This is an optimization exercise on Yosys and OpenROAD, whose aim is small area and a short achievable clock period, not a production implementation. The RTL was checked by simulation tests, not by an equivalence proof against the original design. No activity file was given, so power comes from the tool's default toggle rates.

**flow/config.mk**
```make
export PLATFORM = sky130hd
export DESIGN_NAME = mips32_pipeline
export DESIGN_NICKNAME = mips32_pipeline
export VERILOG_FILES = /design/flow/design.v
export SDC_FILE = /design/flow/constraint.sdc
export NUM_CORES = 4
export LEC_CHECK = 0
export CAP_MARGIN = 30
export CORE_MARGIN = 2
export CORE_UTILIZATION = 55
export SLEW_MARGIN = 20
```
**flow/standard.sh**
```bash
#!/bin/bash
# synth_recipe.tcl (not shown) runs the flow's synth.tcl, then flattens the netlist and writes it again
# the make line also repeats each setting of config.mk as NAME=value (left out here)
make -C /OpenROAD-flow-scripts/flow DESIGN_CONFIG=/design/flow/config.mk WORK_HOME=/design/flow/orfs CLKGATE_MAP_FILE= SYNTH_SCRIPT=/design/flow/synth_recipe.tcl "${@:-finish}"
```
**flow/design.v**
```verilog
module mips32_pipeline #(parameter WIDTH = 32, REGBITS = 5) (
	input			clk, reset,
	input [WIDTH-1:0] 	imem_data,
	input			imem_ready,
	output [WIDTH-1:0] 	imem_addr,
	input [WIDTH-1:0] 	dmem_rdata,
	output			dmem_we,
	output [WIDTH-1:0] 	dmem_addr,
	output [WIDTH-1:0] 	dmem_wdata,
	output [31:0]		cycle_count,
	output [31:0]		inst_count,
	output [31:0]		branch_predict_correct,
	output [31:0]		branch_predict_total
);
reg [31:0] pc;                
reg [31:0] pc_n;              
wire [31:0] pcv;              
reg [31:0] ifid_pc;
reg [31:0] ifid_instr_q;      
reg        ifid_z;            
reg        ifid_pt;           
reg [1:0]  ifid_cnt;          
reg [31:0] idex_pc;
reg        idex_live, idex_z;
reg [31:0] idex_rd1, idex_rd2;
reg [25:0] idex_ins;          
reg        idex_sx;           
reg        idex_regwrite_q, idex_memtoreg, idex_memwrite_q, idex_memread_q;
reg        idex_alusrc_q, idex_regdst;
reg [3:0]  idex_alucont_q;
reg        idex_branch_q, idex_jump_q, idex_jr_q, idex_jal_q;
reg        idex_valid_q;
reg        idex_pt;
reg [1:0]  idex_cnt;
reg        idex_multiply_q, idex_divide_q;
reg        idex_bne;
reg        idex_lui_q;
wire       idex_regwrite = idex_regwrite_q & idex_live;
wire       idex_memwrite = idex_memwrite_q & idex_live;
wire       idex_memread  = idex_memread_q & idex_live;
wire       idex_branch   = idex_branch_q & idex_live;
wire       idex_jump     = idex_jump_q & idex_live;
wire       idex_jr       = idex_jr_q & idex_live;
wire       idex_jal      = idex_jal_q & idex_live;
wire       idex_valid    = idex_valid_q & idex_live;
wire       idex_multiply = idex_multiply_q & idex_live;
wire       idex_divide   = idex_divide_q & idex_live;
wire       idex_lui      = idex_lui_q & idex_live;
wire       idex_alusrc   = idex_alusrc_q & ~idex_z;
wire [3:0] idex_alucont  = idex_alucont_q & {4{~idex_z}};
reg [31:0] exmem_aluresult;   
reg [31:0] exmem_alu_n;       
wire [31:0] exmem_alu = ~exmem_alu_n;
reg [31:0] exmem_writedata;
reg [4:0]  exmem_writereg;
reg        exmem_rw;          
reg        exmem_memtoreg;
reg        exmem_we;          
reg        exmem_valid;
reg        exmem_isbr;        
reg        exmem_tk;          
reg        exmem_pt;
reg [9:0]  exmem_idx;
reg [1:0]  exmem_cnt;
reg [31:0] memwb_wdata;
reg [4:0]  memwb_writereg;
reg        memwb_rw;
reg        memwb_valid;
reg [31:0] cycle_counter;
reg [31:0] instruction_counter;
reg [31:0] branch_correct_counter;
reg [31:0] branch_total_counter;
reg [31:0] hi_reg, lo_reg;
reg [31:0] md_op;             
reg        md_x;              
reg        mult_busy, div_busy;
reg [3:0]  md_cnt;
reg        reset_q;
always @(posedge clk) reset_q <= reset;
reg        pc_z;
assign pcv = pc_z ? 32'd0 : ~pc_n;
reg [31:0] rf [1:31];
wire [2047:0] bp;
wire [31:0] ifid_instr = ifid_z ? 32'd0 : ifid_instr_q;
wire       ifid_valid = ~ifid_z;
wire [5:0] op = ifid_instr[31:26];
wire [5:0] fn = ifid_instr[5:0];
wire [4:0] ra1 = ifid_instr[25:21];
wire [4:0] ra2 = ifid_instr[20:16];
reg        regwrite, memtoreg, memwrite, memread, alusrc, regdst;
reg [3:0]  alucont;
reg        branch, jump, jr, jal, multiply, divide, mfhi, mflo, bne, lui;
always @(*) begin
	regwrite = 0; memtoreg = 0; memwrite = 0; memread = 0;
	alucont = 4'b0000; alusrc = 0; regdst = 0;
	branch = 0; jump = 0; jr = 0; jal = 0;
	multiply = 0; divide = 0; mfhi = 0; mflo = 0; bne = 0; lui = 0;
	case (op)
		6'b000000: begin
			regdst = 1;
			case (fn)
				6'b100000: begin regwrite = 1; alucont = 4'b0010; end
				6'b100010: begin regwrite = 1; alucont = 4'b0110; end
				6'b100100: begin regwrite = 1; alucont = 4'b0000; end
				6'b100101: begin regwrite = 1; alucont = 4'b0001; end
				6'b100110: begin regwrite = 1; alucont = 4'b0011; end
				6'b100111: begin regwrite = 1; alucont = 4'b0100; end
				6'b101010: begin regwrite = 1; alucont = 4'b0111; end
				6'b000000: begin regwrite = 1; alucont = 4'b1000; end
				6'b000010: begin regwrite = 1; alucont = 4'b1001; end
				6'b000011: begin regwrite = 1; alucont = 4'b1010; end
				6'b001000: jr = 1;
				6'b011000: multiply = 1;
				6'b011010: divide = 1;
				6'b010000: begin regwrite = 1; mfhi = 1; alucont = 4'b1100; end
				6'b010010: begin regwrite = 1; mflo = 1; alucont = 4'b1101; end
				default: ;
			endcase
		end
		6'b100011: begin regwrite = 1; memtoreg = 1; memread = 1; alusrc = 1; alucont = 4'b0010; end
		6'b101011: begin memwrite = 1; alusrc = 1; alucont = 4'b0010; end
		6'b000100: begin branch = 1; alucont = 4'b0110; end
		6'b000101: begin branch = 1; alucont = 4'b0110; bne = 1; end
		6'b001000: begin regwrite = 1; alusrc = 1; alucont = 4'b0010; end
		6'b001100: begin regwrite = 1; alusrc = 1; alucont = 4'b0000; end
		6'b001101: begin regwrite = 1; alusrc = 1; alucont = 4'b0001; end
		6'b001110: begin regwrite = 1; alusrc = 1; alucont = 4'b0011; end
		6'b001111: begin regwrite = 1; lui = 1; alucont = 4'b1111; end
		6'b000010: jump = 1;
		6'b000011: begin jump = 1; jal = 1; regwrite = 1; end
		default: ;
	endcase
end
wire zero_extend = (op == 6'b001101) || (op == 6'b001100) || (op == 6'b001110);
wire [31:0] write_data = memwb_wdata;
reg  [31:0] rf_rd1, rf_rd2;
integer r;
always @(*) begin
	rf_rd1 = 0;
	rf_rd2 = 0;
	for (r = 1; r < 32; r = r + 1) begin
		rf_rd1 = rf_rd1 | ({32{ra1 == r}} & rf[r]);
		rf_rd2 = rf_rd2 | ({32{ra2 == r}} & rf[r]);
	end
end
wire [31:0] rd1 = (memwb_rw && memwb_writereg == ra1) ? write_data : rf_rd1;
wire [31:0] rd2 = (memwb_rw && memwb_writereg == ra2) ? write_data : rf_rd2;
always @(posedge clk)
	if (memwb_rw) rf[memwb_writereg] <= write_data;
wire [4:0]  idex_rs_w  = idex_ins[25:21];
wire [4:0]  idex_rt_w  = idex_ins[20:16];
wire [4:0]  idex_rd_w  = idex_ins[15:11];
wire [4:0]  idex_sh_w  = idex_ins[10:6];
wire [31:0] idex_imm   = {{16{idex_sx}}, idex_ins[15:0]};
wire load_use = idex_memread && (idex_rt_w != 0) &&
                ((idex_rt_w == ra1) || (idex_rt_w == ra2));
wire id_uses_hilo = mfhi || mflo || multiply || divide;
wire stall = load_use ||
             (((idex_multiply || idex_divide) || mult_busy || div_busy) && id_uses_hilo);
wire fa_ex = exmem_rw && (exmem_writereg == idex_rs_w);
wire fa_wb = memwb_rw && (memwb_writereg == idex_rs_w);
wire fb_ex = exmem_rw && (exmem_writereg == idex_rt_w);
wire fb_wb = memwb_rw && (memwb_writereg == idex_rt_w);
wire [31:0] fwd1 = fa_ex ? exmem_alu : fa_wb ? write_data : idex_rd1;
wire [31:0] fwd2 = idex_z ? 32'd0 : fb_ex ? exmem_alu : fb_wb ? write_data : idex_rd2;
wire [31:0] a = fwd1;
wire [31:0] b = idex_alusrc ? idex_imm : fwd2;
wire        sub = idex_alucont[2];
wire [31:0] sum;
csa_add #(32, 16) alu_add(.a(a), .b(sub ? ~b : b), .ci(sub), .s(sum));
wire        sh_left = (idex_alucont[1:0] == 2'b00);
wire        sh_fill = (idex_alucont[1:0] == 2'b10) & b[31];
reg  [31:0] b_rev, sh_out_rev;
integer k;
always @(*)
	for (k = 0; k < 32; k = k + 1) b_rev[k] = b[31-k];
wire [31:0] sh_in  = sh_left ? b_rev : b;
wire [31:0] sh_r   = $signed({sh_fill, sh_in}) >>> idex_sh_w;
always @(*)
	for (k = 0; k < 32; k = k + 1) sh_out_rev[k] = sh_r[31-k];
wire [31:0] sh_out = sh_left ? sh_out_rev : sh_r;
reg [31:0] alu_result;
always @(*)
	if (idex_lui)
		alu_result = {idex_ins[15:0], 16'h0000};
	else
		case (idex_alucont)
			4'b0000: alu_result = a & b;
			4'b0001: alu_result = a | b;
			4'b0010: alu_result = sum;
			4'b0011: alu_result = a ^ b;
			4'b0100: alu_result = ~(a | b);
			4'b0110: alu_result = sum;
			4'b0111: alu_result = {31'b0, sum[31]};
			4'b1000: alu_result = sh_out;
			4'b1001: alu_result = sh_out;
			4'b1010: alu_result = sh_out;
			4'b1100: alu_result = hi_reg;
			4'b1101: alu_result = lo_reg;
			default: alu_result = 32'd0;
		endcase
wire ops_eq = (a == fwd2);
wire br_cond = idex_bne ? !ops_eq : ops_eq;
wire branch_taken_ex = idex_branch & idex_valid & br_cond;
wire [31:0] idex_pc4;
wire [31:0] branch_target;
inc #(30) idex_pc_inc(.a(idex_pc[31:2]), .s(idex_pc4[31:2]));
assign idex_pc4[1:0] = idex_pc[1:0];
csa_add #(30, 15) bt_add(.a(idex_pc[31:2]), .b(idex_imm[29:0]), .ci(1'b1), .s(branch_target[31:2]));
assign branch_target[1:0] = idex_pc[1:0];
wire [31:0] jump_target = {idex_pc4[31:28], idex_ins, 2'b00};
wire jal_v = idex_jal && idex_valid;
wire [4:0]  write_reg = jal_v ? 5'd31 : (idex_regdst ? idex_rd_w : idex_rt_w);
wire [31:0] alu_result_final = jal_v ? idex_pc4 : alu_result;
wire jump_flush = (idex_jump || idex_jr) && idex_valid;
wire flush = branch_taken_ex || jump_flush;
wire [9:0] pidx = pcv[11:2];
wire [9:0] ifid_idx = ifid_pc[11:2];
wire [9:0] idex_idx = idex_pc[11:2];
wire [31:0] bp_csel = 32'd1 << pidx[4:0];
wire [31:0] bp_rsel = 32'd1 << pidx[9:5];
reg  [63:0] bp_row;
reg  [1:0]  bp_rd;
integer q, q2;
always @(*) begin
	bp_row = 0;
	for (q = 0; q < 32; q = q + 1)
		for (q2 = 0; q2 < 32; q2 = q2 + 1)
			bp_row[2*q +: 2] = bp_row[2*q +: 2] | ({2{bp_csel[q2]}} & bp[2*(32*q+q2) +: 2]);
	bp_rd = 0;
	for (q = 0; q < 32; q = q + 1)
		bp_rd = bp_rd | ({2{bp_rsel[q]}} & bp_row[2*q +: 2]);
end
wire       bp_upd = exmem_isbr;
wire [1:0] bp_new = exmem_tk ? ((exmem_cnt == 2'b11) ? 2'b11 : exmem_cnt + 2'd1)
                             : ((exmem_cnt == 2'b00) ? 2'b00 : exmem_cnt - 2'd1);
wire [1:0] bp_rd_e = reset_q ? 2'b10 : bp_rd;
wire [1:0] fetch_cnt = (bp_upd && exmem_idx == pidx) ? bp_new : bp_rd_e;
wire [1:0] ifid_cnt_c = (bp_upd && exmem_idx == ifid_idx) ? bp_new : ifid_cnt;
wire [1:0] idex_cnt_c = (bp_upd && exmem_idx == idex_idx) ? bp_new : idex_cnt;
wire [31:0] bp_wa = reset_q ? 32'hffffffff : (bp_upd ? (32'd1 << exmem_idx[4:0]) : 32'd0);
wire [31:0] bp_wb = reset_q ? 32'hffffffff : (32'd1 << exmem_idx[9:5]);
wire [1:0]  bp_wd = reset_q ? 2'b10 : bp_new;
genvar g;
generate
	for (g = 0; g < 1024; g = g + 1) begin : bpe
		reg [1:0] c;
		always @(posedge clk)
			if (bp_wa[g % 32] & bp_wb[g / 32])
				c <= bp_wd;
		assign bp[2*g +: 2] = c;
	end
endgenerate
wire [31:0] pc_plus4;
inc #(30) pc_inc(.a(pcv[31:2]), .s(pc_plus4[31:2]));
assign pc_plus4[1:0] = pcv[1:0];
wire        pc_ld = imem_ready ? (flush || !stall) : flush;
wire [31:0] pc_d  = branch_taken_ex ? branch_target :
                    (idex_jr && idex_valid) ? fwd1 :
                    (idex_jump && idex_valid) ? jump_target :
                    pc_plus4;
always @(posedge clk)
begin
	if (reset)
		pc <= 32'd0;
	else if (pc_ld)
		pc <= pc_d;
	if (pc_ld)
		pc_n <= ~pc_d;
	pc_z <= reset || (pc_z && !pc_ld);
end
always @(posedge clk) begin
	if (reset || flush)
		ifid_z <= 1;
	else if (!stall)
		ifid_z <= !imem_ready;
	if (!stall) begin
		ifid_instr_q <= imem_data;
		ifid_pt <= bp_rd_e[1];    
		ifid_pc <= pcv;
		ifid_cnt <= fetch_cnt;
	end else
		ifid_cnt <= ifid_cnt_c;
end
always @(posedge clk) begin
	idex_pc <= ifid_pc;
	idex_cnt <= ifid_cnt_c;
	idex_live <= !(reset || flush || stall);
	if (reset || flush)
		idex_z <= 1;
	else if (!stall)
		idex_z <= 0;
	if (!stall) begin
		idex_rd1 <= rd1;
		idex_rd2 <= rd2;
		idex_ins <= ifid_instr[25:0];
		idex_sx <= ~zero_extend & ifid_instr[15];
		idex_regwrite_q <= regwrite;
		idex_memtoreg <= memtoreg;
		idex_memwrite_q <= memwrite;
		idex_memread_q <= memread;
		idex_alusrc_q <= alusrc;
		idex_regdst <= regdst;
		idex_alucont_q <= alucont;
		idex_branch_q <= branch;
		idex_jump_q <= jump;
		idex_jr_q <= jr;
		idex_jal_q <= jal;
		idex_valid_q <= ifid_valid;
		idex_pt <= ifid_pt;
		idex_multiply_q <= multiply;
		idex_divide_q <= divide;
		idex_bne <= bne;
		idex_lui_q <= lui;
	end
end
always @(posedge clk) begin
	exmem_writereg <= write_reg;
	exmem_alu_n <= ~alu_result_final;
	exmem_memtoreg <= idex_memtoreg;
	exmem_tk <= br_cond;
	exmem_pt <= idex_pt;
	exmem_idx <= idex_idx;
	exmem_cnt <= idex_cnt_c;
	if (reset) begin
		exmem_aluresult <= 0;
		exmem_writedata <= 0;
		exmem_rw <= 0;
		exmem_we <= 0;
		exmem_valid <= 0;
		exmem_isbr <= 0;
	end else begin
		exmem_aluresult <= alu_result_final;
		exmem_writedata <= fwd2;
		exmem_rw <= idex_regwrite && idex_valid && (write_reg != 0);
		exmem_we <= idex_memwrite && idex_valid;
		exmem_valid <= idex_valid;
		exmem_isbr <= idex_branch && idex_valid;
	end
end
assign dmem_we = exmem_we;
assign dmem_addr = exmem_aluresult;
assign dmem_wdata = exmem_writedata;
always @(posedge clk) begin
	memwb_wdata <= exmem_memtoreg ? dmem_rdata : exmem_alu;
	memwb_writereg <= exmem_writereg;
	if (reset) begin
		memwb_rw <= 0;
		memwb_valid <= 0;
	end else begin
		memwb_rw <= exmem_rw;
		memwb_valid <= exmem_valid;
	end
end
wire [31:0] cycle_inc, inst_inc, bc_inc, bt_inc;
inc #(32) cyc_i(.a(cycle_counter), .s(cycle_inc));
wire bc_en = exmem_isbr && (exmem_tk == exmem_pt);
incc #(32) ins_i(.a(instruction_counter), .ci(memwb_valid), .s(inst_inc));
incc #(32) bc_i(.a(branch_correct_counter), .ci(bc_en), .s(bc_inc));
incc #(32) bt_i(.a(branch_total_counter), .ci(exmem_isbr), .s(bt_inc));
always @(posedge clk) begin
	if (reset) begin
		cycle_counter <= 0;
		instruction_counter <= 0;
		branch_correct_counter <= 0;
		branch_total_counter <= 0;
	end else begin
		cycle_counter <= cycle_inc;
		instruction_counter <= inst_inc;
		branch_total_counter <= bt_inc;
		branch_correct_counter <= bc_inc;
	end
end
assign cycle_count = cycle_counter;
assign inst_count = instruction_counter;
assign branch_predict_correct = branch_correct_counter;
assign branch_predict_total = branch_total_counter;
assign imem_addr = pc;
wire        m_last = (md_cnt == 4'd0);
reg [4:0]  m_d;
reg [36:0] m_op [0:6];
reg [36:0] cs_s, cs_c, t_s;
integer j;
always @(*) begin
	m_d = m_last ? {3'b000, lo_reg[1:0]} : lo_reg[4:0];
	m_op[0] = {5'b00000, ~hi_reg[31], hi_reg[30:0]};
	for (j = 0; j < 5; j = j + 1) begin
		m_op[j+1] = 0;
		if (j == 1)
			m_op[j+1][j +: 32] = {~(m_d[j] & (md_op[31] ^ m_last)), {31{m_d[j]}} & (md_op[30:0] ^ {31{m_last}})};
		else
			m_op[j+1][j +: 32] = {~(m_d[j] & md_op[31]), {31{m_d[j]}} & md_op[30:0]};
	end
	m_op[6] = {1'b1, 34'd0, m_last & m_d[1], 1'b0};
	cs_s = m_op[0];
	cs_c = m_op[1];
	for (j = 2; j < 7; j = j + 1) begin
		t_s  = cs_s ^ cs_c ^ m_op[j];
		cs_c = ((cs_s & cs_c) | (cs_s & m_op[j]) | (cs_c & m_op[j])) << 1;
		cs_s = t_s;
	end
end
wire [36:0] m_sum;
csa_add #(37, 19) m_add(.a(cs_s), .b(cs_c), .ci(1'b0), .s(m_sum));
reg [31:0] d_r;
reg [32:0] d_q;
reg [33:0] d_t;
always @(*) begin
	d_r = hi_reg;
	d_q = {md_x, lo_reg};
	for (j = 0; j < 3; j = j + 1) begin
		d_t = bk_sub({1'b0, d_r, d_q[32]}, {2'b00, md_op});
		if (!d_t[33])
			d_r = d_t[31:0];
		else
			d_r = {d_r[30:0], d_q[32]};
		d_q = {d_q[31:0], !d_t[33]};
	end
end
function [33:0] bk_sub(input [33:0] x, input [33:0] y);
	reg [33:0] g, p, yb;
	reg [34:0] G, P;    
	reg [34:0] gg, pp;
	integer i, d;
	begin
		yb = ~y;
		g = x & yb;
		p = x ^ yb;
		gg[0] = 1'b1; pp[0] = 1'b0;
		for (i = 0; i < 34; i = i + 1) begin gg[i+1] = g[i]; pp[i+1] = p[i]; end
		for (d = 1; d < 35; d = d * 2)
			for (i = 2*d - 1; i < 35; i = i + 2*d) begin
				gg[i] = gg[i] | (pp[i] & gg[i-d]);
				pp[i] = pp[i] & pp[i-d];
			end
		for (d = 16; d >= 1; d = d / 2)
			for (i = 3*d - 1; i < 35; i = i + 2*d) begin
				gg[i] = gg[i] | (pp[i] & gg[i-d]);
				pp[i] = pp[i] & pp[i-d];
			end
		for (i = 0; i < 34; i = i + 1) bk_sub[i] = p[i] ^ gg[i];
	end
endfunction
wire d_zero = (md_op == 0);
always @(posedge clk) begin
	if (((idex_multiply && idex_valid) || (idex_divide && idex_valid)) && !mult_busy && !div_busy) begin
		md_op <= fwd2;
		md_x <= 0;
	end else if (div_busy && md_cnt <= 4'd10)
		md_x <= d_q[32];
	if (reset_q) begin
		hi_reg <= 0;
		lo_reg <= 0;
		mult_busy <= 0;
		div_busy <= 0;
	end else begin
		if ((idex_multiply && idex_valid) && !mult_busy && !div_busy) begin
			mult_busy <= 1;
			md_cnt <= 4'd6;
			hi_reg <= 0;
			lo_reg <= fwd1;
		end else if (mult_busy) begin
			md_cnt <= md_cnt - 4'd1;
			if (m_last) begin
				hi_reg <= m_sum[33:2];
				lo_reg <= {m_sum[1:0], lo_reg[31:2]};
				mult_busy <= 0;
			end else begin
				hi_reg <= m_sum[36:5];
				lo_reg <= {m_sum[4:0], lo_reg[31:5]};
			end
		end
		if ((idex_divide && idex_valid) && !div_busy && !mult_busy) begin
			div_busy <= 1;
			md_cnt <= 4'd12;
			hi_reg <= 0;
			lo_reg <= fwd1;
		end else if (div_busy) begin
			md_cnt <= md_cnt - 4'd1;
			if (md_cnt <= 4'd10) begin
				if (m_last && d_zero) begin
					hi_reg <= 32'hDEADBEEF;
					lo_reg <= 32'hDEADBEEF;
				end else begin
					hi_reg <= d_r;
					lo_reg <= d_q[31:0];
				end
			end
			if (m_last)
				div_busy <= 0;
		end
	end
end
endmodule
module rca #(parameter N = 32) (
	input  [N-1:0] a, b,
	input          ci,
	output [N-1:0] s
);
wire [N:0] c;
assign c[0] = ci;
genvar i;
generate
	for (i = 0; i < N; i = i + 1) begin : fa
		assign s[i] = a[i] ^ b[i] ^ c[i];
		assign c[i+1] = (a[i] & b[i]) | (c[i] & (a[i] ^ b[i]));
	end
endgenerate
endmodule
module inc #(parameter N = 32) (
	input  [N-1:0] a,
	output [N-1:0] s
);
wire [N:0] c;
assign c[0] = 1'b1;
genvar i;
generate
	for (i = 0; i < N; i = i + 1) begin : ha
		assign s[i] = a[i] ^ c[i];
		assign c[i+1] = a[i] & c[i];
	end
endgenerate
endmodule
module incc #(parameter N = 32) (
	input  [N-1:0] a,
	input          ci,
	output [N-1:0] s
);
wire [N:0] c;
assign c[0] = ci;
genvar i;
generate
	for (i = 0; i < N; i = i + 1) begin : ha
		assign s[i] = a[i] ^ c[i];
		assign c[i+1] = a[i] & c[i];
	end
endgenerate
endmodule
module csa_add #(parameter N = 32, parameter L = 16) (
	input  [N-1:0] a, b,
	input          ci,
	output [N-1:0] s
);
wire [L:0] cl;
wire [N-L:0] c0, c1;
wire [N-1:L] s0, s1;
assign cl[0] = ci;
assign c0[0] = 1'b0;
assign c1[0] = 1'b1;
genvar i;
generate
	for (i = 0; i < L; i = i + 1) begin : lo
		assign s[i] = a[i] ^ b[i] ^ cl[i];
		assign cl[i+1] = (a[i] & b[i]) | (cl[i] & (a[i] ^ b[i]));
	end
	for (i = L; i < N; i = i + 1) begin : hi
		assign s0[i] = a[i] ^ b[i] ^ c0[i-L];
		assign c0[i-L+1] = (a[i] & b[i]) | (c0[i-L] & (a[i] ^ b[i]));
		assign s1[i] = a[i] ^ b[i] ^ c1[i-L];
		assign c1[i-L+1] = (a[i] & b[i]) | (c1[i-L] & (a[i] ^ b[i]));
	end
endgenerate
assign s[N-1:L] = cl[L] ? s1 : s0;
endmodule
```
**flow/flow/run.sh**
```bash
#!/bin/bash
# Standard layout (standard.sh, unchanged synthesis) with two changes:
#  - plain buf_4 port buffers instead of the delay buffer buffer_ports picks
#  - clock tree: larger sink clusters and no dummy loads (fewer clock buffers)
set -o pipefail
export BUFFER_PORTS_ARGS="-buffer_cell sky130_fd_sc_hd__buf_4"
export CTS_ARGS="-sink_clustering_enable -repair_clock_nets -dont_use_dummy_load -buf_list sky130_fd_sc_hd__clkbuf_16 -sink_clustering_size 20 -sink_clustering_max_diameter 60"
bash standard.sh > standard.log 2>&1
```
**flow/constraint.sdc**
```tcl
create_clock -name core_clock -period 95.0 [get_ports {clk}]
set_input_delay 19.0000 -clock core_clock [delete_from_list [all_inputs] [get_ports {clk}]]
set_output_delay 19.0000 -clock core_clock [all_outputs]
set_load 0.01 [all_outputs]
```
==> summary.txt <==
-- metrics by stage --
step | cells | worst slack [ps] | hold WS, ps | util [%] | instance area [um^2]
detailed placement | 16920 | 73550 | 328 | 58.1 | 177000
global route | 17229 | 74220 | 339 | 60.6 | 185000
finish | 17250 | 74380 | 325 | 60.6 | 185000
floorplan | 13030 | 64250 | 323 | - | 168000
CTS | 17199 | 74450 | 327 | 60.4 | 184000
global placement | 16887 | 73620 | 327 | 58.0 | 177000
-- cells by family (layout without fill, tap and decap cells) --
| kind of cell | Yosys count | in the layout |
|---|---|---|
| AND/OR/NAND/NOR | 3585 | 3585 |
| buffers and inverters | 1391 | 1486 |
| XOR/XNOR | 211 | 211 |
| adder cells (fa/ha/maj) | 655 | 655 |
| flip-flops | 3710 | 3710 |
| AO/OA/AOI/OAI | 3226 | 3226 |
| other | 0 | 25 |
| multiplexers | 252 | 252 |
-- final cells by class --
cell class | instances | area, um^2 | area share, %
flip-flops and latches | 3710 | 107000 | 58.0
repair buffers | 796 | 6570 | 3.56
diodes | 25 | 62.6 | 0.0338
multi-input cells | 7929 | 57400 | 31.1
inverters | 411 | 1550 | 0.836
well taps | 4100 | 5130 | 2.77
clock buffers | 279 | 6980 | 3.78
-- power groups by stage --
stage | logic (mW) | clock network, mW | registers [mW]
2_1_floorplan | 0.130 | 0 | 1.95
6_report | 0.284 | 1.06 | 1.90
3_3_place_gp | 0.260 | 0 | 1.93
3_5_place_dp | 0.266 | 0 | 1.93
4_1_cts | 0.267 | 1.06 | 1.90
5_1_grt | 0.290 | 1.12 | 1.90
-- synth_stat cells, types with 40 or more instances --
cell | number | area (um^2)
a211oi_1 | 47 | 353
a21o_1 | 59 | 443
a21oi_1 | 408 | 2040
a221oi_1 | 403 | 3530
a222oi_1 | 221 | 2210
a22o_1 | 323 | 2830
a22oi_1 | 1005 | 7540
a311oi_1 | 40 | 350
a31oi_1 | 60 | 375
and2_1 | 131 | 820
and3_1 | 120 | 751
buf_1 | 123 | 462
clkbuf_1 | 816 | 3060
dfxtp_1 | 427 | 8550
edfxtp_1 | 3283 | 98600
fa_1 | 255 | 5100
ha_1 | 398 | 4980
inv_1 | 401 | 1510
mux2_2 | 83 | 935
mux2i_1 | 128 | 1280
nand2_1 | 619 | 2320
nand3_1 | 417 | 2090
nand4_1 | 235 | 1470
nor2_1 | 1542 | 5790
nor2b_1 | 157 | 982
nor3_1 | 182 | 911
nor4_1 | 50 | 313
o21ai_0 | 287 | 1440
o22ai_1 | 50 | 313
xnor2_1 | 160 | 1400
xor2_1 | 50 | 438
-- critical path: stages --
cell    delay (ps)
buf_6          470
buf_4          750
buf_4          620
nor2_1         140
and2_1         200
-- final timing paths --
kind,to,cells after the start,from
setup / recovery,exmem_writedata[19],5,reset
hold / removal,idex_pc[17],0,ifid_pc[17]
setup reg to reg,hi_reg[31],57,md_cnt[0]
hold reg to reg,idex_pc[17],0,ifid_pc[17]
-- layer usage --
layer | part of all wire [%] | GRT usage, % | wire length, um
met3 | 16 | 17.2 | 115000
met2 | 41 | 62.1 | 289000
met4 | 6.4 | 22.2 | 45000
met1 | 36 | 59.3 | 250000
met5 | 0.073 | 0.154 | 510
==> impl_metrics.py <==
metrics = {
    "clock_tree": {
        "cts_buffers": 279,
        "clkTransAtPathRegs_ps": 80,
        "clk_path_buf_depth": 4,
        "root_buffer": "clkbuf_16",
        "cts_sinks": 3710,
        "holdBufCountCts": 0,
        "clock_latency_ps": 960,
        "htree_levels": 5,
        "post-cts-setup-buffer-count": 0,
        "cts_resized": 0,
        "tritoncts": "done",
    },
    "logic_synthesis": {
        "synth_seq_cells": 3710,
        "syn_nets": 13750,
        "synth_edf_count": 3283,
        "synth-compound-area-share_pct": 14.4,
        "synth_adder_area_share_pct": 6.00,
        "synth_top_family_by_area": "compound AO/OA/AOI/OAI gates",
        "syn_area_mm2": 0.168,
        "synthMuxAreaShare_pct": 1.81,
        "synth.distinct_cells": 103,
        "synthArstFlopShare_pct": 0,
        "avgSynthCellArea_um2": 12.9,
        "synthCells": 13030,
        "ys.flop_type": "edfxtp_1",
        "synthSimpleGateAreaFrac_pct": 9.81,
        "ys_seq_area_share_pct": 63.7,
        "synth.yosys.warnings": 2,
        "yosys.area_share.xor_xnor_pct": 1.10,
    },
    "global_route": {
        "grt_pass1_wl_mm": 956,
        "grt_usage_pct": 44.1,
        "overflow": 0,
        "antenna_found_initial": 46,
        "grt_pass1_vias": 121493,
        "grt_max_degree": 269,
    },
    "sta": {
        "finalClockSkew_ps": 131,
        "slew_viol_final": 0,
        "rsz0062_at_grt": "false",
        "final-setup-viol-count": 0,
        "period_needed_ps": 20620,
        "slew_headroom_pct": 14.9,
        "tightest_slew_ps": 1280,
        "timing.setup.tns_ps": 0,
        "max_freq_mhz": 48.5,
        "fin_crit_sh_pct": 21.7,
        "finalHoldViolCount": 0,
    },
    "finish": {
        "reg_top3": "bpe.c (2048), rf (992)",
        "final_cell_mix": "edfxtp_1 (3283), nor2_1 (1444), a22oi_1 (1005)",
        "drive_above_1_share_pct": 11.6,
        "area_delta_synth_final_pct": 9.86,
        "largest_register_ffs": 2048,
        "mostFrequentLayoutCell": "edfxtp_1",
        "fill_cells": 23712,
        "regMostFlops": "bpe.c",
        "fin_nets": 13847,
    },
    "routing": {
        "ant_nets": 0,
        "via_per_inst": 7.48,
        "wl_per_cell_um": 40.5,
        "first_pass_iters": 14,
        "drtIter0Drc": 27357,
        "via_count": 128949,
        "wl_mm": 699,
        "post-route-drc-count": 0,
    },
    "worst_setup_path": {
        "cp_data_required_time_ps": 95760,
        "path_max_fanout": 88,
        "critPathArrivalTime_ps": 21380,
        "worstSetupEndpointType": "flop",
        "crit_type": "in2reg",
        "rrSetupSlack_ps": 76900,
        "start_kind": "primary input",
    },
    "die": {
        "core_mm2": 0.305,
        "die_height_um": 557,
        "fp-row-count": 203,
        "start_util_pct": 55.2,
        "die_w_um": 557,
        "ioPinCount": 292,
        "die_area_mm2": 0.310,
    },
    "outcome": {
        "status": "no timing/DRC/antenna violations",
    },
    "pwr": {
        "seqPwrFrac_pct": 58.5,
        "sw_frac_of_total_pct": 24.5,
        "clockPowerShare_pct": 32.8,
        "comb_power_share_pct": 8.7,
        "p_total_mw": 3.25,
        "switching_power_uw": 794,
        "vdd_drop_max_mv": 0.0158,
        "p_leak_nw": 66.5,
        "p_int_mw": 2.45,
        "p_per_area_mw_per_mm2": 17.6,
    },
    "placement": {
        "gp_congestion": 1.04,
        "io_buffers": 291,
        "dpl.hpwl_mm": 428,
    },
    "hold_path": {
        "holdCritPathClass": "reg2reg",
    },
    "run": {
        "drv_cap": 0,
    },
}

static timing again, ports no longer ideal:
No port has a modelled driver above. Below, the same layout with a new extraction and two added sets of constraints. Step 1 sets driving cells, clkbuf_16 on the clock port and buf_2 on the other inputs (assumed; they add their load-dependent delay and slew). Step 2 adds t to the input delays and takes it off the output delays; t is the mean of the earliest and latest rising clock arrival at the registers after step 1. Input paths then give back, and output paths get back, about the clock's delay inside the block. Slacks: no drivers / after step 1 / after step 2; pairs: no drivers / after step 1.
shift t [ns]: 0.995
setup slack, ns: 74.375 / 74.431 / 73.436
worst data-port slew with drivers (ns): 0.07
After both steps this run still meets setup and hold. For this run, drivers alone change the setup slack by +0.056 ns; drivers and shift together by -0.939 ns.
